What follows belongs to an exercise in optimizing a design on an open flow for small area and a short achievable clock period; a production flow would make more cautious choices. The RTL was checked by simulation tests, not by an equivalence proof against the original design. Power figures rest on the tool's default switching activity, not on a simulated workload.

### flow/constraint.sdc
create_clock -name core_clock -period 70.0 [get_ports {i_clk}]
set_input_delay 14.0000 -clock core_clock [delete_from_list [all_inputs] [get_ports {i_clk}]]
set_output_delay 14.0000 -clock core_clock [all_outputs]
set_load 0.01 [all_outputs]
### flow/flow/abc_area.script
strash
dch
map -a
topo
stime -c
buffer -c
upsize -c
dnsize -c
### flow/flow/run.sh
#!/bin/bash
# Own flow: the standard layout, with one change to synthesis: ABC maps the
# combinational logic with flow/abc_area.script (area-first mapping, then
# sizing) instead of ORFS's abc_area.script.  Everything else, including
# synth_recipe.tcl (-nofsm -noshare, flatten, rename), is the standard flow.
set -euo pipefail
rm -rf scripts_abc
cp -r "$FLOW_HOME/scripts" scripts_abc
cp flow/abc_area.script scripts_abc/abc_area.script
bash standard.sh SCRIPTS_DIR="$PWD/scripts_abc" synth > synth.log 2>&1
bash standard.sh "BUFFER_PORTS_ARGS=-buffer_cell sky130_fd_sc_hd__buf_1" finish > layout.log 2>&1
### flow/design.v
`default_nettype none
module sin_rom(m, c0, c1);
  input [5:0] m;
  wire [5:0] m;
  output [15:0] c0;
  wire [15:0] c0;
  output [7:0] c1;
  wire [7:0] c1;
  wire _000_;
  wire _001_;
  wire _002_;
  wire _003_;
  wire _004_;
  wire _005_;
  wire _006_;
  wire _007_;
  wire _008_;
  wire _009_;
  wire _010_;
  wire _011_;
  wire _012_;
  wire _013_;
  wire _014_;
  wire _015_;
  wire _016_;
  wire _017_;
  wire _018_;
  wire _019_;
  wire _020_;
  wire _021_;
  wire _022_;
  wire _023_;
  wire _024_;
  wire _025_;
  wire _026_;
  wire _027_;
  wire _028_;
  wire _029_;
  wire _030_;
  wire _031_;
  wire _032_;
  wire _033_;
  wire _034_;
  wire _035_;
  wire _036_;
  wire _037_;
  wire _038_;
  wire _039_;
  wire _040_;
  wire _041_;
  wire _042_;
  wire _043_;
  wire _044_;
  wire _045_;
  wire _046_;
  wire _047_;
  wire _048_;
  wire _049_;
  wire _050_;
  wire _051_;
  wire _052_;
  wire _053_;
  wire _054_;
  wire _055_;
  wire _056_;
  wire _057_;
  wire _058_;
  wire _059_;
  wire _060_;
  wire _061_;
  wire _062_;
  wire _063_;
  wire _064_;
  wire _065_;
  wire _066_;
  wire _067_;
  wire _068_;
  wire _069_;
  wire _070_;
  wire _071_;
  wire _072_;
  wire _073_;
  wire _074_;
  wire _075_;
  wire _076_;
  wire _077_;
  wire _078_;
  wire _079_;
  wire _080_;
  wire _081_;
  wire _082_;
  wire _083_;
  wire _084_;
  wire _085_;
  wire _086_;
  wire _087_;
  wire _088_;
  wire _089_;
  wire _090_;
  wire _091_;
  wire _092_;
  wire _093_;
  wire _094_;
  wire _095_;
  wire _096_;
  wire _097_;
  wire _098_;
  wire _099_;
  wire _100_;
  wire _101_;
  wire _102_;
  wire _103_;
  wire _104_;
  wire _105_;
  wire _106_;
  wire _107_;
  wire _108_;
  wire _109_;
  wire _110_;
  wire _111_;
  wire _112_;
  wire _113_;
  wire _114_;
  wire _115_;
  wire _116_;
  wire _117_;
  wire _118_;
  wire _119_;
  wire _120_;
  wire _121_;
  wire _122_;
  wire _123_;
  wire _124_;
  wire _125_;
  wire _126_;
  wire _127_;
  wire _128_;
  wire _129_;
  wire _130_;
  wire _131_;
  wire _132_;
  wire _133_;
  wire _134_;
  wire _135_;
  wire _136_;
  wire _137_;
  wire _138_;
  wire _139_;
  wire _140_;
  wire _141_;
  wire _142_;
  wire _143_;
  wire _144_;
  wire _145_;
  wire _146_;
  wire _147_;
  wire _148_;
  wire _149_;
  wire _150_;
  wire _151_;
  wire _152_;
  wire _153_;
  wire _154_;
  wire _155_;
  wire _156_;
  wire _157_;
  wire _158_;
  wire _159_;
  wire _160_;
  wire _161_;
  wire _162_;
  wire _163_;
  wire _164_;
  wire _165_;
  wire _166_;
  wire _167_;
  wire _168_;
  wire _169_;
  wire _170_;
  wire _171_;
  wire _172_;
  wire _173_;
  wire _174_;
  wire _175_;
  wire _176_;
  wire _177_;
  wire _178_;
  wire _179_;
  wire _180_;
  wire _181_;
  wire _182_;
  wire _183_;
  wire _184_;
  wire _185_;
  wire _186_;
  wire _187_;
  wire _188_;
  wire _189_;
  wire _190_;
  wire _191_;
  wire _192_;
  wire _193_;
  wire _194_;
  wire _195_;
  wire _196_;
  wire _197_;
  wire _198_;
  wire _199_;
  wire _200_;
  wire _201_;
  wire _202_;
  wire _203_;
  wire _204_;
  wire _205_;
  wire _206_;
  wire _207_;
  wire _208_;
  wire _209_;
  wire _210_;
  wire _211_;
  wire _212_;
  wire _213_;
  wire _214_;
  wire _215_;
  wire _216_;
  wire _217_;
  wire _218_;
  wire _219_;
  wire _220_;
  wire _221_;
  wire _222_;
  wire _223_;
  wire _224_;
  wire _225_;
  wire _226_;
  wire _227_;
  wire _228_;
  wire _229_;
  wire _230_;
  wire _231_;
  wire _232_;
  wire _233_;
  wire _234_;
  wire _235_;
  wire _236_;
  wire _237_;
  wire _238_;
  wire _239_;
  wire _240_;
  wire _241_;
  wire _242_;
  wire _243_;
  wire _244_;
  wire _245_;
  wire _246_;
  wire _247_;
  wire _248_;
  wire _249_;
  wire _250_;
  wire _251_;
  wire _252_;
  wire _253_;
  wire _254_;
  wire _255_;
  wire _256_;
  wire _257_;
  wire _258_;
  wire _259_;
  wire _260_;
  wire _261_;
  wire _262_;
  wire _263_;
  wire _264_;
  wire _265_;
  wire _266_;
  wire _267_;
  wire _268_;
  wire _269_;
  wire _270_;
  wire _271_;
  wire _272_;
  wire _273_;
  wire _274_;
  wire _275_;
  wire _276_;
  wire _277_;
  wire _278_;
  wire _279_;
  wire _280_;
  wire _281_;
  wire _282_;
  wire _283_;
  wire _284_;
  wire _285_;
  wire _286_;
  wire _287_;
  wire _288_;
  wire _289_;
  wire _290_;
  wire _291_;
  wire _292_;
  wire _293_;
  wire _294_;
  wire _295_;
  wire _296_;
  wire _297_;
  wire _298_;
  wire _299_;
  wire _300_;
  wire _301_;
  wire _302_;
  wire _303_;
  wire _304_;
  wire _305_;
  wire _306_;
  wire _307_;
  wire _308_;
  wire _309_;
  wire _310_;
  wire _311_;
  wire _312_;
  wire _313_;
  wire _314_;
  wire _315_;
  wire _316_;
  wire _317_;
  wire _318_;
  wire _319_;
  wire _320_;
  wire _321_;
  wire _322_;
  wire _323_;
  assign _195_ = ~m[5];
  assign _205_ = ~(m[4] | m[3]);
  assign _215_ = ~m[4];
  assign _225_ = ~(m[2] | m[3]);
  assign _236_ = _215_ & ~(_225_);
  assign _246_ = ~_236_;
  assign _256_ = ~(m[0] | m[1]);
  assign _265_ = m[2] & ~(_256_);
  assign _266_ = m[3] & ~(_265_);
  assign _267_ = ~m[3];
  assign _268_ = ~(m[1] & m[2]);
  assign _269_ = _267_ & ~(_268_);
  assign _270_ = ~m[0];
  assign _271_ = m[1] | m[2];
  assign _272_ = _270_ & ~(_271_);
  assign _273_ = _272_ | _269_;
  assign _274_ = _273_ | _266_;
  assign _275_ = m[2] & ~(m[0]);
  assign _276_ = _267_ & ~(_275_);
  assign _277_ = _276_ | _274_;
  assign _278_ = _277_ & ~(_246_);
  assign _279_ = _278_ | _205_;
  assign _280_ = _195_ & ~(_279_);
  assign _281_ = m[0] & m[1];
  assign _282_ = m[4] & ~(m[3]);
  assign _283_ = _282_ & ~(m[2]);
  assign _284_ = _283_ & ~(_281_);
  assign _285_ = _236_ | _195_;
  assign _286_ = _285_ | _284_;
  assign c1[6] = _286_ & ~(_280_);
  assign _287_ = m[3] | ~(m[2]);
  assign _288_ = m[3] & ~(m[2]);
  assign _289_ = _288_ | ~(_287_);
  assign _290_ = _215_ & ~(_289_);
  assign _291_ = m[5] & ~(_290_);
  assign _292_ = ~m[2];
  assign _293_ = _292_ & ~(_281_);
  assign _294_ = _267_ & ~(_293_);
  assign _295_ = m[3] & ~(_271_);
  assign _296_ = _295_ | _215_;
  assign _297_ = ~(_296_ | _294_);
  assign _298_ = _291_ & ~(_297_);
  assign _299_ = ~(m[0] | m[2]);
  assign _300_ = m[3] & ~(_299_);
  assign _301_ = _300_ & _271_;
  assign _302_ = _301_ & ~(_215_);
  assign _303_ = _280_ & ~(_302_);
  assign c1[5] = _303_ | _298_;
  assign _304_ = ~m[1];
  assign _305_ = m[0] | m[1];
  assign _306_ = _292_ ? _304_ : _305_;
  assign _307_ = _306_ & ~(_267_);
  assign _308_ = m[4] & ~(_269_);
  assign _309_ = _308_ & ~(_284_);
  assign _310_ = _309_ & ~(_307_);
  assign _311_ = ~(m[1] & m[3]);
  assign _312_ = ~(_311_ | _275_);
  assign _313_ = _312_ | m[4];
  assign _314_ = m[2] & ~(_313_);
  assign _315_ = _314_ | _310_;
  assign _316_ = m[0] & ~(m[1]);
  assign _317_ = m[0] | ~(m[1]);
  assign _318_ = _317_ & ~(_316_);
  assign _319_ = _288_ & ~(_318_);
  assign _320_ = ~(_319_ | _296_);
  assign _321_ = _265_ ? m[3] : _320_;
  assign c1[4] = m[5] ? _315_ : _321_;
  assign _322_ = m[0] & ~(m[2]);
  assign _323_ = ~_322_;
  assign _000_ = ~(_306_ & _267_);
  assign _001_ = _323_ & ~(_000_);
  assign _002_ = _300_ & ~(_306_);
  assign _003_ = _002_ | _215_;
  assign _004_ = _003_ | _001_;
  assign _005_ = _004_ & ~(_278_);
  assign _006_ = _005_ | m[5];
  assign _007_ = _292_ & ~(_318_);
  assign _008_ = _007_ | _316_;
  assign _009_ = _267_ & ~(_008_);
  assign _010_ = _322_ | _267_;
  assign _011_ = _268_ & ~(_010_);
  assign _012_ = _011_ & ~(_256_);
  assign _013_ = ~(_012_ | _009_);
  assign _014_ = _013_ | _215_;
  assign _015_ = m[1] & ~(m[3]);
  assign _016_ = m[0] & m[2];
  assign _017_ = ~(_311_ | _016_);
  assign _018_ = _017_ | m[4];
  assign _019_ = ~(_018_ | _015_);
  assign _020_ = _019_ | _195_;
  assign _021_ = _014_ & ~(_020_);
  assign c1[3] = _006_ & ~(_021_);
  assign _022_ = _292_ ? _267_ : _256_;
  assign _023_ = ~(_022_ | _312_);
  assign _024_ = _023_ & ~(m[4]);
  assign _025_ = _319_ | _215_;
  assign _026_ = _008_ | _288_;
  assign _027_ = _026_ & ~(_025_);
  assign _028_ = _027_ | _024_;
  assign _029_ = ~(_299_ | _016_);
  assign _030_ = _029_ | m[3];
  assign _031_ = m[3] & ~(_306_);
  assign _032_ = _031_ | _312_;
  assign _033_ = ~(_032_ & m[2]);
  assign _034_ = ~(_033_ & _030_);
  assign _035_ = _256_ & ~(_287_);
  assign _036_ = m[4] & ~(_035_);
  assign _037_ = _319_ | ~(_036_);
  assign _038_ = ~(_037_ | _034_);
  assign _039_ = m[0] & ~(m[3]);
  assign _040_ = _215_ & ~(_039_);
  assign _041_ = _268_ & ~(_270_);
  assign _042_ = _040_ & ~(_041_);
  assign _043_ = _042_ | _038_;
  assign c1[2] = _195_ ? _028_ : _043_;
  assign _044_ = _271_ & ~(_281_);
  assign _045_ = _307_ & ~(_044_);
  assign _046_ = _294_ | m[4];
  assign _047_ = _046_ | _045_;
  assign _048_ = ~(_311_ & m[4]);
  assign _049_ = _000_ & ~(_048_);
  assign _050_ = _047_ & ~(_049_);
  assign _051_ = m[3] & ~(_312_);
  assign _052_ = _270_ & ~(_268_);
  assign _053_ = ~(_052_ | _041_);
  assign _054_ = _267_ & ~(_053_);
  assign _055_ = _054_ | _215_;
  assign _056_ = _055_ | _051_;
  assign _057_ = _289_ & ~(_317_);
  assign _058_ = _215_ & ~(_057_);
  assign _059_ = _058_ & ~(_016_);
  assign _060_ = _056_ & ~(_059_);
  assign c1[1] = m[5] ? _050_ : _060_;
  assign _061_ = _267_ & ~(_318_);
  assign _062_ = _215_ & ~(_061_);
  assign _063_ = _062_ | m[5];
  assign _064_ = m[0] & ~(_311_);
  assign _065_ = _215_ & ~(_064_);
  assign _066_ = ~(_271_ & _268_);
  assign _067_ = m[0] | ~(m[3]);
  assign _068_ = _066_ & ~(_067_);
  assign _069_ = _068_ | _272_;
  assign _070_ = _065_ & ~(_069_);
  assign _071_ = _195_ & ~(_070_);
  assign _072_ = _071_ | ~(_063_);
  assign _073_ = _053_ | _267_;
  assign _074_ = _225_ | ~(_308_);
  assign _075_ = _073_ & ~(_074_);
  assign _076_ = _072_ & ~(_075_);
  assign _077_ = _246_ & ~(_062_);
  assign _078_ = _077_ | _032_;
  assign _079_ = ~(_268_ & _267_);
  assign _080_ = m[2] ? _256_ : _316_;
  assign _081_ = _080_ | _079_;
  assign _082_ = ~(_067_ & m[4]);
  assign _083_ = _081_ & ~(_082_);
  assign _084_ = _083_ | _195_;
  assign _085_ = _078_ & ~(_084_);
  assign c1[0] = _085_ | _076_;
  assign _086_ = _079_ & ~(_215_);
  assign _087_ = _195_ & ~(_086_);
  assign _088_ = _272_ & _205_;
  assign _089_ = ~_088_;
  assign c0[15] = ~(_089_ & _087_);
  assign _090_ = m[5] & ~(_225_);
  assign c1[7] = ~(_090_ | _291_);
  assign _091_ = _301_ | m[4];
  assign _092_ = _089_ & ~(_091_);
  assign _093_ = _092_ | ~(_087_);
  assign c0[14] = ~(_093_ & c1[7]);
  assign _094_ = ~(_090_ & _279_);
  assign _095_ = _091_ | ~(_274_);
  assign _096_ = m[4] & ~(_274_);
  assign _097_ = _096_ | m[5];
  assign _098_ = _095_ & ~(_097_);
  assign c0[13] = _094_ & ~(_098_);
  assign _099_ = ~(_031_ | _025_);
  assign _100_ = ~_318_;
  assign _101_ = m[2] ? m[1] : _100_;
  assign _102_ = _101_ & ~(_267_);
  assign _103_ = _215_ & ~(_102_);
  assign _104_ = _103_ | _099_;
  assign _105_ = _267_ & ~(_101_);
  assign _106_ = _104_ & ~(_105_);
  assign _107_ = _195_ & ~(_106_);
  assign _108_ = _266_ | _246_;
  assign _109_ = _283_ | _195_;
  assign _110_ = _108_ & ~(_109_);
  assign c0[12] = _110_ | _107_;
  assign _111_ = _015_ | m[4];
  assign _112_ = _111_ | _002_;
  assign _113_ = _289_ & ~(_048_);
  assign _114_ = _112_ & ~(_113_);
  assign _115_ = _114_ | _195_;
  assign _116_ = ~(m[4] & m[3]);
  assign _117_ = _116_ | _008_;
  assign _118_ = ~_029_;
  assign _119_ = _118_ & ~(_086_);
  assign _120_ = _119_ | m[5];
  assign _121_ = _117_ & ~(_120_);
  assign c0[11] = _115_ & ~(_121_);
  assign _122_ = ~(m[4] | m[1]);
  assign _123_ = ~_080_;
  assign _124_ = _323_ & ~(_044_);
  assign _125_ = _124_ | m[3];
  assign _126_ = _123_ & ~(_125_);
  assign _127_ = _322_ & ~(_311_);
  assign _128_ = _127_ | _052_;
  assign _129_ = ~(_128_ | _296_);
  assign _130_ = _129_ & ~(_126_);
  assign _131_ = _130_ | _122_;
  assign _132_ = _040_ & ~(_319_);
  assign _133_ = ~(_132_ & _033_);
  assign _134_ = _275_ | ~(_015_);
  assign _135_ = _134_ & ~(_296_);
  assign _136_ = _133_ & ~(_135_);
  assign c0[10] = _195_ ? _131_ : _136_;
  assign _137_ = _127_ | _256_;
  assign _138_ = _030_ & ~(_137_);
  assign _139_ = m[4] & ~(_138_);
  assign _140_ = ~(m[4] | m[0]);
  assign _141_ = _140_ & ~(_088_);
  assign _142_ = _141_ | _139_;
  assign _143_ = _055_ | _307_;
  assign _144_ = _125_ & ~(_018_);
  assign _145_ = _143_ & ~(_144_);
  assign c0[9] = _195_ ? _142_ : _145_;
  assign _146_ = _067_ & ~(m[4]);
  assign _147_ = _124_ | ~(_146_);
  assign _148_ = _300_ & ~(_265_);
  assign _149_ = _308_ & ~(_148_);
  assign _150_ = _149_ | _195_;
  assign _151_ = _147_ & ~(_150_);
  assign _152_ = _035_ | _015_;
  assign _153_ = _073_ & ~(_152_);
  assign _154_ = _153_ | _215_;
  assign _155_ = _016_ | m[3];
  assign _156_ = ~(_155_ | _272_);
  assign _157_ = _156_ & _058_;
  assign _158_ = _157_ | m[5];
  assign _159_ = _154_ & ~(_158_);
  assign c0[8] = _159_ | _151_;
  assign _160_ = _317_ & ~(_010_);
  assign _161_ = m[4] & ~(_160_);
  assign _162_ = _039_ & ~(_066_);
  assign _163_ = _267_ & ~(_162_);
  assign _164_ = ~(_155_ | _080_);
  assign _165_ = _163_ & ~(_164_);
  assign _166_ = _161_ & ~(_165_);
  assign _167_ = _166_ | _063_;
  assign _168_ = _033_ & ~(_156_);
  assign _169_ = _168_ | _215_;
  assign _170_ = _062_ & ~(_068_);
  assign _171_ = _170_ | _195_;
  assign _172_ = _169_ & ~(_171_);
  assign c0[7] = _167_ & ~(_172_);
  assign _173_ = _067_ & ~(_101_);
  assign _174_ = _173_ | _037_;
  assign _175_ = ~(_044_ | _010_);
  assign _176_ = _040_ & ~(_175_);
  assign _177_ = _174_ & ~(_176_);
  assign _178_ = _195_ & ~(_177_);
  assign _179_ = _034_ | _018_;
  assign _180_ = _320_ & ~(_069_);
  assign _181_ = _180_ | _195_;
  assign _182_ = _179_ & ~(_181_);
  assign c0[6] = _182_ | _178_;
  assign _183_ = ~(_032_ | _010_);
  assign _184_ = ~(_294_ | _275_);
  assign _185_ = _184_ & ~(_183_);
  assign _186_ = _185_ | _306_;
  assign _187_ = _011_ | ~(_186_);
  assign _188_ = _187_ | _313_;
  assign _189_ = _317_ & _282_;
  assign _190_ = _189_ | m[5];
  assign _191_ = _188_ & ~(_190_);
  assign _192_ = _292_ & ~(_316_);
  assign _193_ = m[3] & ~(_192_);
  assign _194_ = _193_ | _215_;
  assign _196_ = _194_ | _126_;
  assign _197_ = _271_ ? _300_ : _270_;
  assign _198_ = _062_ & ~(_197_);
  assign _199_ = _198_ | _195_;
  assign _200_ = _196_ & ~(_199_);
  assign c0[5] = _200_ | _191_;
  assign _201_ = ~(_044_ & _267_);
  assign _202_ = ~(_201_ & _161_);
  assign _203_ = _062_ & ~(_300_);
  assign _204_ = _202_ & ~(_203_);
  assign _206_ = ~(_082_ | _192_);
  assign _207_ = ~(_206_ & _000_);
  assign _208_ = _029_ | _267_;
  assign _209_ = _007_ | m[4];
  assign _210_ = _208_ & ~(_209_);
  assign _211_ = _207_ & ~(_210_);
  assign c0[4] = _195_ ? _204_ : _211_;
  assign _212_ = _163_ | ~(_073_);
  assign _213_ = _035_ | _322_;
  assign _214_ = _213_ | _183_;
  assign _216_ = m[4] ? _212_ : _214_;
  assign _217_ = _187_ | _215_;
  assign _218_ = ~(_079_ | _029_);
  assign _219_ = _146_ & ~(_218_);
  assign _220_ = _217_ & ~(_219_);
  assign c0[3] = m[5] ? _216_ : _220_;
  assign _221_ = _195_ & ~(_225_);
  assign _222_ = ~(_221_ & _317_);
  assign _223_ = _222_ | _183_;
  assign _224_ = _087_ & ~(_189_);
  assign _226_ = _223_ & ~(_224_);
  assign _227_ = m[3] & ~(_318_);
  assign _228_ = _227_ | m[4];
  assign _229_ = _186_ & ~(_228_);
  assign _230_ = _229_ | _226_;
  assign _231_ = _300_ & ~(_318_);
  assign _232_ = _231_ | _246_;
  assign _233_ = _232_ | _009_;
  assign _234_ = _300_ & ~(_044_);
  assign _235_ = _036_ & ~(_234_);
  assign _237_ = _235_ | _195_;
  assign _238_ = _233_ & ~(_237_);
  assign c0[2] = _230_ & ~(_238_);
  assign _239_ = _276_ & ~(_316_);
  assign _240_ = _239_ | _215_;
  assign _241_ = _033_ & ~(_240_);
  assign _242_ = _071_ & ~(_241_);
  assign _243_ = _215_ & ~(_164_);
  assign _244_ = _100_ & ~(_023_);
  assign _245_ = _277_ & ~(_244_);
  assign _247_ = _245_ | m[4];
  assign _248_ = _247_ & ~(_243_);
  assign _249_ = _248_ | _288_;
  assign _250_ = _316_ & _225_;
  assign _251_ = _250_ | _002_;
  assign _252_ = _161_ & ~(_251_);
  assign _253_ = _252_ | _195_;
  assign _254_ = _249_ & ~(_253_);
  assign c0[1] = _254_ | _242_;
  assign _255_ = _162_ | _025_;
  assign _257_ = _033_ & ~(_255_);
  assign _258_ = _247_ & ~(_257_);
  assign _259_ = _258_ | _195_;
  assign _260_ = _185_ | _215_;
  assign _261_ = _012_ | _288_;
  assign _262_ = _243_ & ~(_261_);
  assign _263_ = _262_ | m[5];
  assign _264_ = _260_ & ~(_263_);
  assign c0[0] = _259_ & ~(_264_);
endmodule
module sin_qrom(mq, aq, qn);
  input [1:0] mq;
  wire [1:0] mq;
  input [2:0] aq;
  wire [2:0] aq;
  output [2:0] qn;
  wire [2:0] qn;
  wire _00_;
  wire _01_;
  wire _02_;
  wire _03_;
  wire _04_;
  wire _05_;
  wire _06_;
  wire _07_;
  wire _08_;
  wire _09_;
  wire _10_;
  wire _11_;
  wire _12_;
  wire _13_;
  wire _14_;
  wire _15_;
  wire _16_;
  assign _16_ = ~aq[2];
  assign _00_ = ~(mq[0] | mq[1]);
  assign _01_ = _00_ & ~(aq[1]);
  assign _02_ = _01_ | _16_;
  assign _03_ = ~(aq[0] | mq[0]);
  assign _04_ = mq[1] & ~(_03_);
  assign _05_ = aq[1] & ~(_00_);
  assign _06_ = _05_ | _04_;
  assign _07_ = ~aq[0];
  assign _08_ = ~(aq[1] & mq[1]);
  assign _09_ = _08_ | _16_;
  assign qn[2] = _09_ | _07_;
  assign _10_ = ~(qn[2] & _06_);
  assign qn[1] = _10_ | _02_;
  assign _11_ = _06_ | _02_;
  assign _12_ = aq[2] | ~(aq[0]);
  assign _13_ = _05_ & ~(_12_);
  assign _14_ = _07_ & ~(_09_);
  assign _15_ = _14_ | _13_;
  assign qn[0] = _11_ & ~(_15_);
endmodule
module sin_fa
( input  wire a
, input  wire b
, input  wire c
, output wire s
, output wire co
);
assign s = a ^ b ^ c;
assign co = (a & b) | (a & c) | (b & c);
endmodule
module sin_ha
( input  wire a
, input  wire b
, output wire s
, output wire co
);
assign s = a ^ b;
assign co = a & b;
endmodule
`default_nettype none
module saw2sin
( input  wire        i_clk
, input  wire [15:0] i_saw
, output logic [15:0] o_sin
);
wire inv = i_saw[15];
wire rev = i_saw[14];
wire [13:0] v = i_saw[13:0] ^ {14{rev}};
wire [5:0] m = v[13:8];
wire [7:0] tb = {~v[7], v[6:0]};
wire [6:0] a = tb[7] ? ~tb[6:0] : tb[6:0];
wire [15:0] c0;
wire [7:0] c1;
sin_rom rom (.m(m), .c0(c0), .c1(c1));
wire [2:0] qn;
sin_qrom qrom (.mq(m[5:4]), .aq(a[6:4]), .qn(qn));
wire [3:0] bneg, bone, btwo;
assign bneg[0] = tb[1];
assign bone[0] = tb[0] ^ rev;
assign btwo[0] = (tb[1] & ~tb[0] & ~rev) | (~tb[1] & tb[0] & rev);
assign bneg[1] = tb[3];
assign bone[1] = tb[2] ^ tb[1];
assign btwo[1] = (tb[3] & ~tb[2] & ~tb[1]) | (~tb[3] & tb[2] & tb[1]);
assign bneg[2] = tb[5];
assign bone[2] = tb[4] ^ tb[3];
assign btwo[2] = (tb[5] & ~tb[4] & ~tb[3]) | (~tb[5] & tb[4] & tb[3]);
assign bneg[3] = tb[7];
assign bone[3] = tb[6] ^ tb[5];
assign btwo[3] = (tb[7] & ~tb[6] & ~tb[5]) | (~tb[7] & tb[6] & tb[5]);
wire b_pp0_5 = (((bone[0] & c1[5]) | (btwo[0] & c1[4])) ^ bneg[0]);
wire b_pp0_6 = (((bone[0] & c1[6]) | (btwo[0] & c1[5])) ^ bneg[0]);
wire b_pp0_7 = (((bone[0] & c1[7]) | (btwo[0] & c1[6])) ^ bneg[0]);
wire b_pp0_8 = ((btwo[0] & c1[7]) ^ bneg[0]);
wire b_nneg0 = ~bneg[0];
wire b_pp1_3 = (((bone[1] & c1[3]) | (btwo[1] & c1[2])) ^ bneg[1]);
wire b_pp1_4 = (((bone[1] & c1[4]) | (btwo[1] & c1[3])) ^ bneg[1]);
wire b_pp1_5 = (((bone[1] & c1[5]) | (btwo[1] & c1[4])) ^ bneg[1]);
wire b_pp1_6 = (((bone[1] & c1[6]) | (btwo[1] & c1[5])) ^ bneg[1]);
wire b_pp1_7 = (((bone[1] & c1[7]) | (btwo[1] & c1[6])) ^ bneg[1]);
wire b_pp1_8 = ((btwo[1] & c1[7]) ^ bneg[1]);
wire b_nneg1 = ~bneg[1];
wire b_pp2_1 = (((bone[2] & c1[1]) | (btwo[2] & c1[0])) ^ bneg[2]);
wire b_pp2_2 = (((bone[2] & c1[2]) | (btwo[2] & c1[1])) ^ bneg[2]);
wire b_pp2_3 = (((bone[2] & c1[3]) | (btwo[2] & c1[2])) ^ bneg[2]);
wire b_pp2_4 = (((bone[2] & c1[4]) | (btwo[2] & c1[3])) ^ bneg[2]);
wire b_pp2_5 = (((bone[2] & c1[5]) | (btwo[2] & c1[4])) ^ bneg[2]);
wire b_pp2_6 = (((bone[2] & c1[6]) | (btwo[2] & c1[5])) ^ bneg[2]);
wire b_pp2_7 = (((bone[2] & c1[7]) | (btwo[2] & c1[6])) ^ bneg[2]);
wire b_pp2_8 = ((btwo[2] & c1[7]) ^ bneg[2]);
wire b_nneg2 = ~bneg[2];
wire b_pp3_0 = ((bone[3] & c1[0]) ^ bneg[3]);
wire b_pp3_1 = (((bone[3] & c1[1]) | (btwo[3] & c1[0])) ^ bneg[3]);
wire b_pp3_2 = (((bone[3] & c1[2]) | (btwo[3] & c1[1])) ^ bneg[3]);
wire b_pp3_3 = (((bone[3] & c1[3]) | (btwo[3] & c1[2])) ^ bneg[3]);
wire b_pp3_4 = (((bone[3] & c1[4]) | (btwo[3] & c1[3])) ^ bneg[3]);
wire b_pp3_5 = (((bone[3] & c1[5]) | (btwo[3] & c1[4])) ^ bneg[3]);
wire b_pp3_6 = (((bone[3] & c1[6]) | (btwo[3] & c1[5])) ^ bneg[3]);
wire b_pp3_7 = (((bone[3] & c1[7]) | (btwo[3] & c1[6])) ^ bneg[3]);
wire b_pp3_8 = ((btwo[3] & c1[7]) ^ bneg[3]);
wire b_nneg3 = ~bneg[3];
wire b_neg3 = bneg[3];
wire b_q0 = qn[0];
wire b_q1 = qn[1];
wire b_q2 = qn[2];
wire b_ninv = ~inv;
wire fs1, fc2;
sin_fa u_fs1 (.a(b_pp0_6), .b(b_pp1_4), .c(b_pp2_2), .s(fs1), .co(fc2));
wire hs3, hc4;
sin_ha u_hs3 (.a(b_pp0_7), .b(b_pp1_5), .s(hs3), .co(hc4));
wire hs5, hc6;
sin_ha u_hs5 (.a(b_pp0_5), .b(b_pp1_3), .s(hs5), .co(hc6));
wire fs7, fc8;
sin_fa u_fs7 (.a(fs1), .b(b_pp3_0), .c(b_neg3), .s(fs7), .co(fc8));
wire hs9, hc10;
sin_ha u_hs9 (.a(b_q1), .b(b_ninv), .s(hs9), .co(hc10));
wire fs11, fc12;
sin_fa u_fs11 (.a(hs3), .b(b_pp2_3), .c(b_pp3_1), .s(fs11), .co(fc12));
wire fs13, fc14;
sin_fa u_fs13 (.a(b_q2), .b(c0[2]), .c(fc2), .s(fs13), .co(fc14));
wire fs15, fc16;
sin_fa u_fs15 (.a(b_pp0_8), .b(b_pp1_6), .c(b_pp2_4), .s(fs15), .co(fc16));
wire fs17, fc18;
sin_fa u_fs17 (.a(b_pp3_2), .b(c0[3]), .c(hc4), .s(fs17), .co(fc18));
wire fs19, fc20;
sin_fa u_fs19 (.a(b_nneg0), .b(b_pp1_7), .c(b_pp2_5), .s(fs19), .co(fc20));
wire hs21, hc22;
sin_ha u_hs21 (.a(b_pp3_3), .b(c0[4]), .s(hs21), .co(hc22));
wire fs23, fc24;
sin_fa u_fs23 (.a(b_pp1_8), .b(b_pp2_6), .c(b_pp3_4), .s(fs23), .co(fc24));
wire hs25, hc26;
sin_ha u_hs25 (.a(b_nneg1), .b(b_pp2_7), .s(hs25), .co(hc26));
wire hs27, hc28;
sin_ha u_hs27 (.a(hs5), .b(b_pp2_1), .s(hs27), .co(hc28));
wire fs29, fc30;
sin_fa u_fs29 (.a(fs7), .b(hs9), .c(c0[1]), .s(fs29), .co(fc30));
wire fs31, fc32;
sin_fa u_fs31 (.a(fs11), .b(fs13), .c(fc8), .s(fs31), .co(fc32));
wire fs33, fc34;
sin_fa u_fs33 (.a(fs15), .b(fs17), .c(fc12), .s(fs33), .co(fc34));
wire fs35, fc36;
sin_fa u_fs35 (.a(fs19), .b(hs21), .c(fc16), .s(fs35), .co(fc36));
wire fs37, fc38;
sin_fa u_fs37 (.a(fs23), .b(c0[5]), .c(fc20), .s(fs37), .co(fc38));
wire fs39, fc40;
sin_fa u_fs39 (.a(hs25), .b(b_pp3_5), .c(c0[6]), .s(fs39), .co(fc40));
wire fs41, fc42;
sin_fa u_fs41 (.a(b_pp2_8), .b(b_pp3_6), .c(c0[7]), .s(fs41), .co(fc42));
wire hs43, hc44;
sin_ha u_hs43 (.a(b_nneg2), .b(b_pp3_7), .s(hs43), .co(hc44));
wire hs45, hc46;
sin_ha u_hs45 (.a(hs27), .b(b_q0), .s(hs45), .co(hc46));
wire fs47, fc48;
sin_fa u_fs47 (.a(fs29), .b(hc6), .c(hc28), .s(fs47), .co(fc48));
wire fs49, fc50;
sin_fa u_fs49 (.a(fs31), .b(hc10), .c(fc30), .s(fs49), .co(fc50));
wire fs51, fc52;
sin_fa u_fs51 (.a(fs33), .b(fc14), .c(fc32), .s(fs51), .co(fc52));
wire fs53, fc54;
sin_fa u_fs53 (.a(fs35), .b(fc18), .c(fc34), .s(fs53), .co(fc54));
wire fs55, fc56;
sin_fa u_fs55 (.a(fs37), .b(hc22), .c(fc36), .s(fs55), .co(fc56));
wire fs57, fc58;
sin_fa u_fs57 (.a(fs39), .b(fc24), .c(fc38), .s(fs57), .co(fc58));
wire fs59, fc60;
sin_fa u_fs59 (.a(fs41), .b(hc26), .c(fc40), .s(fs59), .co(fc60));
wire fs61, fc62;
sin_fa u_fs61 (.a(hs43), .b(c0[8]), .c(fc42), .s(fs61), .co(fc62));
wire fs63, fc64;
sin_fa u_fs63 (.a(b_pp3_8), .b(c0[9]), .c(hc44), .s(fs63), .co(fc64));
wire hs65, hc66;
sin_ha u_hs65 (.a(b_nneg3), .b(c0[10]), .s(hs65), .co(hc66));
wire [15:0] ra = {c0[15], c0[14], c0[13], c0[12], c0[11], hs65, fs63, fs61, fs59, fs57, fs55, fs53, fs51, fs49, fs47, hs45};
wire [15:0] rb = {1'b0, 1'b0, 1'b0, 1'b0, hc66, fc64, fc62, fc60, fc58, fc56, fc54, fc52, fc50, fc48, hc46, c0[0]};
wire [15:0] z;
wire [15:0] pg_g0 = ra & rb;
wire [15:0] pg_p0 = ra ^ rb;
wire pfx_g1 = pg_g0[1] | (pg_p0[1] & pg_g0[0]);
wire pfx_p1 = pg_p0[1] & pg_p0[0];
wire pfx_g2 = pg_g0[3] | (pg_p0[3] & pg_g0[2]);
wire pfx_p2 = pg_p0[3] & pg_p0[2];
wire pfx_g3 = pg_g0[5] | (pg_p0[5] & pg_g0[4]);
wire pfx_p3 = pg_p0[5] & pg_p0[4];
wire pfx_g4 = pg_g0[7] | (pg_p0[7] & pg_g0[6]);
wire pfx_p4 = pg_p0[7] & pg_p0[6];
wire pfx_g5 = pg_g0[9] | (pg_p0[9] & pg_g0[8]);
wire pfx_p5 = pg_p0[9] & pg_p0[8];
wire pfx_g6 = pg_g0[11] | (pg_p0[11] & pg_g0[10]);
wire pfx_p6 = pg_p0[11] & pg_p0[10];
wire pfx_g7 = pg_g0[13] | (pg_p0[13] & pg_g0[12]);
wire pfx_p7 = pg_p0[13] & pg_p0[12];
wire pfx_g8 = pg_g0[15] | (pg_p0[15] & pg_g0[14]);
wire pfx_p8 = pg_p0[15] & pg_p0[14];
wire pfx_g9 = pfx_g2 | (pfx_p2 & pfx_g1);
wire pfx_p9 = pfx_p2 & pfx_p1;
wire pfx_g10 = pfx_g4 | (pfx_p4 & pfx_g3);
wire pfx_p10 = pfx_p4 & pfx_p3;
wire pfx_g11 = pfx_g6 | (pfx_p6 & pfx_g5);
wire pfx_p11 = pfx_p6 & pfx_p5;
wire pfx_g12 = pfx_g8 | (pfx_p8 & pfx_g7);
wire pfx_p12 = pfx_p8 & pfx_p7;
wire pfx_g13 = pfx_g10 | (pfx_p10 & pfx_g9);
wire pfx_p13 = pfx_p10 & pfx_p9;
wire pfx_g14 = pfx_g12 | (pfx_p12 & pfx_g11);
wire pfx_p14 = pfx_p12 & pfx_p11;
wire pfx_g15 = pfx_g14 | (pfx_p14 & pfx_g13);
wire pfx_p15 = pfx_p14 & pfx_p13;
wire pfx_g16 = pfx_g11 | (pfx_p11 & pfx_g13);
wire pfx_p16 = pfx_p11 & pfx_p13;
wire pfx_g17 = pfx_g3 | (pfx_p3 & pfx_g9);
wire pfx_p17 = pfx_p3 & pfx_p9;
wire pfx_g18 = pfx_g5 | (pfx_p5 & pfx_g13);
wire pfx_p18 = pfx_p5 & pfx_p13;
wire pfx_g19 = pfx_g7 | (pfx_p7 & pfx_g16);
wire pfx_p19 = pfx_p7 & pfx_p16;
wire pfx_g20 = pg_g0[2] | (pg_p0[2] & pfx_g1);
wire pfx_p20 = pg_p0[2] & pfx_p1;
wire pfx_g21 = pg_g0[4] | (pg_p0[4] & pfx_g9);
wire pfx_p21 = pg_p0[4] & pfx_p9;
wire pfx_g22 = pg_g0[6] | (pg_p0[6] & pfx_g17);
wire pfx_p22 = pg_p0[6] & pfx_p17;
wire pfx_g23 = pg_g0[8] | (pg_p0[8] & pfx_g13);
wire pfx_p23 = pg_p0[8] & pfx_p13;
wire pfx_g24 = pg_g0[10] | (pg_p0[10] & pfx_g18);
wire pfx_p24 = pg_p0[10] & pfx_p18;
wire pfx_g25 = pg_g0[12] | (pg_p0[12] & pfx_g16);
wire pfx_p25 = pg_p0[12] & pfx_p16;
wire pfx_g26 = pg_g0[14] | (pg_p0[14] & pfx_g19);
wire pfx_p26 = pg_p0[14] & pfx_p19;
assign z[0] = pg_p0[0];
assign z[1] = pg_p0[1] ^ pg_g0[0];
assign z[2] = pg_p0[2] ^ pfx_g1;
assign z[3] = pg_p0[3] ^ pfx_g20;
assign z[4] = pg_p0[4] ^ pfx_g9;
assign z[5] = pg_p0[5] ^ pfx_g21;
assign z[6] = pg_p0[6] ^ pfx_g17;
assign z[7] = pg_p0[7] ^ pfx_g22;
assign z[8] = pg_p0[8] ^ pfx_g13;
assign z[9] = pg_p0[9] ^ pfx_g23;
assign z[10] = pg_p0[10] ^ pfx_g18;
assign z[11] = pg_p0[11] ^ pfx_g24;
assign z[12] = pg_p0[12] ^ pfx_g16;
assign z[13] = pg_p0[13] ^ pfx_g25;
assign z[14] = pg_p0[14] ^ pfx_g19;
assign z[15] = pg_p0[15] ^ pfx_g26;
wire [14:0] zi = z[15:1];
logic [15:0] sin_q;
always_ff @(posedge i_clk) sin_q <= {~inv, zi ^ {15{inv}}};
always_comb o_sin = sin_q;
endmodule
### flow/config.mk
export PLATFORM = sky130hd
export DESIGN_NAME = saw2sin
export DESIGN_NICKNAME = saw2sin
export VERILOG_FILES = /design/flow/design.v
export SDC_FILE = /design/flow/constraint.sdc
export NUM_CORES = 4
export LEC_CHECK = 0
export ABC_AREA = 1
export CAP_MARGIN = 20
export CORE_MARGIN = 2
export CORE_UTILIZATION = 40
export SLEW_MARGIN = 20
export SYNTH_HIERARCHICAL = 1
### flow/standard.sh
#!/bin/bash
# synth_recipe.tcl (not shown) runs the flow's synth.tcl, then flattens the netlist and writes it again
# the make line also repeats each setting of config.mk as NAME=value (left out here)
make -C /OpenROAD-flow-scripts/flow DESIGN_CONFIG=/design/flow/config.mk WORK_HOME=/design/flow/orfs CLKGATE_MAP_FILE= SYNTH_SCRIPT=/design/flow/synth_recipe.tcl "${@:-finish}"
==> summary.txt <==
Worst-Margin Slew=967.9 ps; Crit path largest cell delay=670 ps; DRT iter0 DRCs=358; P_int=0.0001258 W; TritonCTS clock tree=done; most frequent cells in the layout=inv_1 (67), nor2_1 (53), nand2_1 (46); Max FO, Critical Path=14; post-synth top area share=15.61%; synthesized flop and latch total=16; largest family of logic cells by synthesized area=adder cells; Worst Path Required=70090 ps; n_diodes=0; PortBufs=32; number of flip-flops in the largest register=16; Die Wd=102.1 um; Post-Synthesis Cells=514; crit start category=input pin; CP Capture Type=flip-flop; Synth Flop Type=dfxtp_1; Total Power=0.0002536 W; area of the multi-input gates=3153 um^2; final net count=622; Synth Area in Compound Gates=22.19%; fin area=4119 um^2; fmax=46.11 MHz; type of the worst min-delay path=in -> reg; antenna violations before repair=0; Comb power frac=90.0%; Final Hold Fails=0; Die ar.=10420 um^2; Top Registers=sin_q x16; drt pass-1 iters=5; Psw=0.0001278 W; antenna violation net count after detailed routing=0; Via Count=3791; root buf cell=clkbuf_8; # IOs=33; synth top area cells=fa_1 (16%), ha_1 (12%), xor2_1 (9.6%); worst path arrival time=21780 ps; pwr dens=61.57 nW/um^2; Top reg by flops=sin_q; commonest non-fill, non-tap cell in the layout=inv_1; FFs w/ async S/R, synth=0%; clock network fraction of total power=2.5%; synthesized area=3846 um^2; Post-CTS Repair Setup Buffers=0; Core Util, Final=44.37%; DRC Markers=0; Max stage delay cell, worst path=buf_1; WS Path Type=in -> reg; pin count of the biggest net entering global routing=32; Cells after DPL=661; htree depth=1; Yosys top cell by area=fa_1; setup_tns=0 ps; Die Ht=102.1 um; Syn Nets=599; multiplexer share of the synthesized area=0.5856%; Synth Area per Inst=7.483 um^2; fillers=1004; Slew Viols, Final=0; synth warn=7; clock-pin transition on the worst setup and hold timing paths=50 ps; status=finished clean; first-pass GRT wire length=18720 um; initial core utilization=41.43%; EDFF count, synth=0; xor/xnor cell area share of the yosys netlist=14.05%; period utilization=30.99%; P&R area growth vs syn=7.092%; synth unique cells=52; Num CTS Buffers=3; Cell Area, Placed=4078 um^2; Min Clock Period, post-route=21690 ps; sequential area share after synthesis=8.328%; Finished Layout Cells=664; Final GP Congestion=1.050; Core Area=9284 um^2; Total Wirelength=11950 um; share of layout cells above drive strength 1=8.411%; Cell Rows=35; Synth Area in Adders=27.98%; Worst VDD drop=44.30 uV; Pleak=1.832 nW; hold buffers post-CTS=0; GRT Overall Usage=23.29%; post-CTS resize count=0; Switching Fraction=50.39%; Max Cap Viol=0; total gr overflow=0; Clock Path Buffers=2; register area=320.3 um^2; WL per Instance=18.00 um; vias per inst=5.709; vias in the first global route=3536; Final Setup Violations=0; Synth Area in Simple Gates=16.79%; Flop pwr share=7.5%; Rel. slew slack=35.24%; CTS sink cnt=16; dpl hpwl=9799 um; hold path depth=2; RSZ-0062 raised after global routing=false
cells in the mapped netlist, types with 10 or more instances:
master	number
inv_1	67
o21ai_0	25
xor2_1	42
nor2_1	53
nor3_1	11
a21oi_1	30
ha_1	38
dfxtp_1	16
clkbuf_1	10
nand3_1	10
xnor2_1	16
nand2_1	46
fa_1	30
o22ai_1	30
worst max-delay path, delay by kind of cell:
kind / cells / cell delay, ps
and+or+nand+nor: 8 / 950
adders and majority gates: 7 / 3120
AOI/OAI and AO/OA: 7 / 1360
xor gates and xnor gates: 3 / 970
buffers and inverters: 6 / 1360
worst paths after layout:
| path | slack (ps) | from | end |
|---|---|---|---|
| setup / recovery | 48310 | i_saw[14] | sin_q[13]$_DFF_P_ |
| hold / removal | 14400 | i_saw[15] | sin_q[9]$_DFF_P_ |
kinds of logic after synthesis:
| family | after synthesis |
|---|---|
| AND/OR/NAND/NOR | 141 |
| AO/OA/AOI/OAI | 133 |
| buffers and inverters | 95 |
| adder cells (fa/ha/maj) | 68 |
| XOR/XNOR | 60 |
| flip-flops | 16 |
| multiplexers | 1 |
cell type report:
cell class / instances / share of cell area [%]
clock buffers: 3 / 1.002
inverters: 76 / 6.926
multi-input cells: 403 / 76.55
well taps: 129 / 3.919
flip-flops and latches: 16 / 7.776
repair buffers: 37 / 3.827
per-layer routing:
layer,vias to the layer above,global-route usage (%),part of all wire [%]
met1,1786,35.06,46
met3,27,1.573,7.0
li1,1774,-,-
met5,-,0,0
met4,0,5.744,2.3
met2,204,36.29,45
modules after synthesis (local to each module, per instance):
module	area, um^2	flip-flops and latches
sin_qrom	62.56	0
sin_fa	20.02	0
sin_ha	12.51	0
sin_rom	1416	0
saw2sin	1774	16
power groups by stage:
stage | registers, W | clock network [W] | logic [W]
global route | 0.0000198 | 0.00000701 | 0.000260
global placement | 0.0000193 | 0 | 0.000224
CTS | 0.0000193 | 0.00000669 | 0.000230
floorplan | 0.0000217 | 0 | 0.000180
detailed placement | 0.0000194 | 0 | 0.000230
finish | 0.0000191 | 0.00000638 | 0.000228
metrics by stage:
| step | setup WS [ps] | hold WS, ps |
|---|---|---|
| after CTS | 48300 | 14410 |
| after global routing | 47690 | 14460 |
| after detailed placement | 48060 | 14390 |
| after global placement | 48340 | 14390 |
| final | 48310 | 14400 |
| after floorplan | 49610 | 14300 |

static timing again, ports no longer ideal:
How much do the figures lean on ideal ports? The routed layout below was timed once more, with nothing changed but the port constraints. Step 1: set_driving_cell puts a clkbuf_16 on i_clk and a buf_2 on each other input, an assumption about the parent block. Step 2 moves the port delays by t, midway between the first and last clock arrival at a register: inputs arrive t later, outputs are due t later. That takes back most of the time a late clock gives input paths. Slacks: no drivers / after step 1 / after step 2; pairs: no drivers / after step 1.
t (ns): 0.261
setup WS [ns]: 48.310 / 48.307 / 48.046
worst setup path at the end: input to register
cell pins on the clock port's net: 1
After both steps this run still meets setup and hold. For this run, drivers alone change the setup slack by -0.003 ns; drivers and shift together by -0.264 ns.
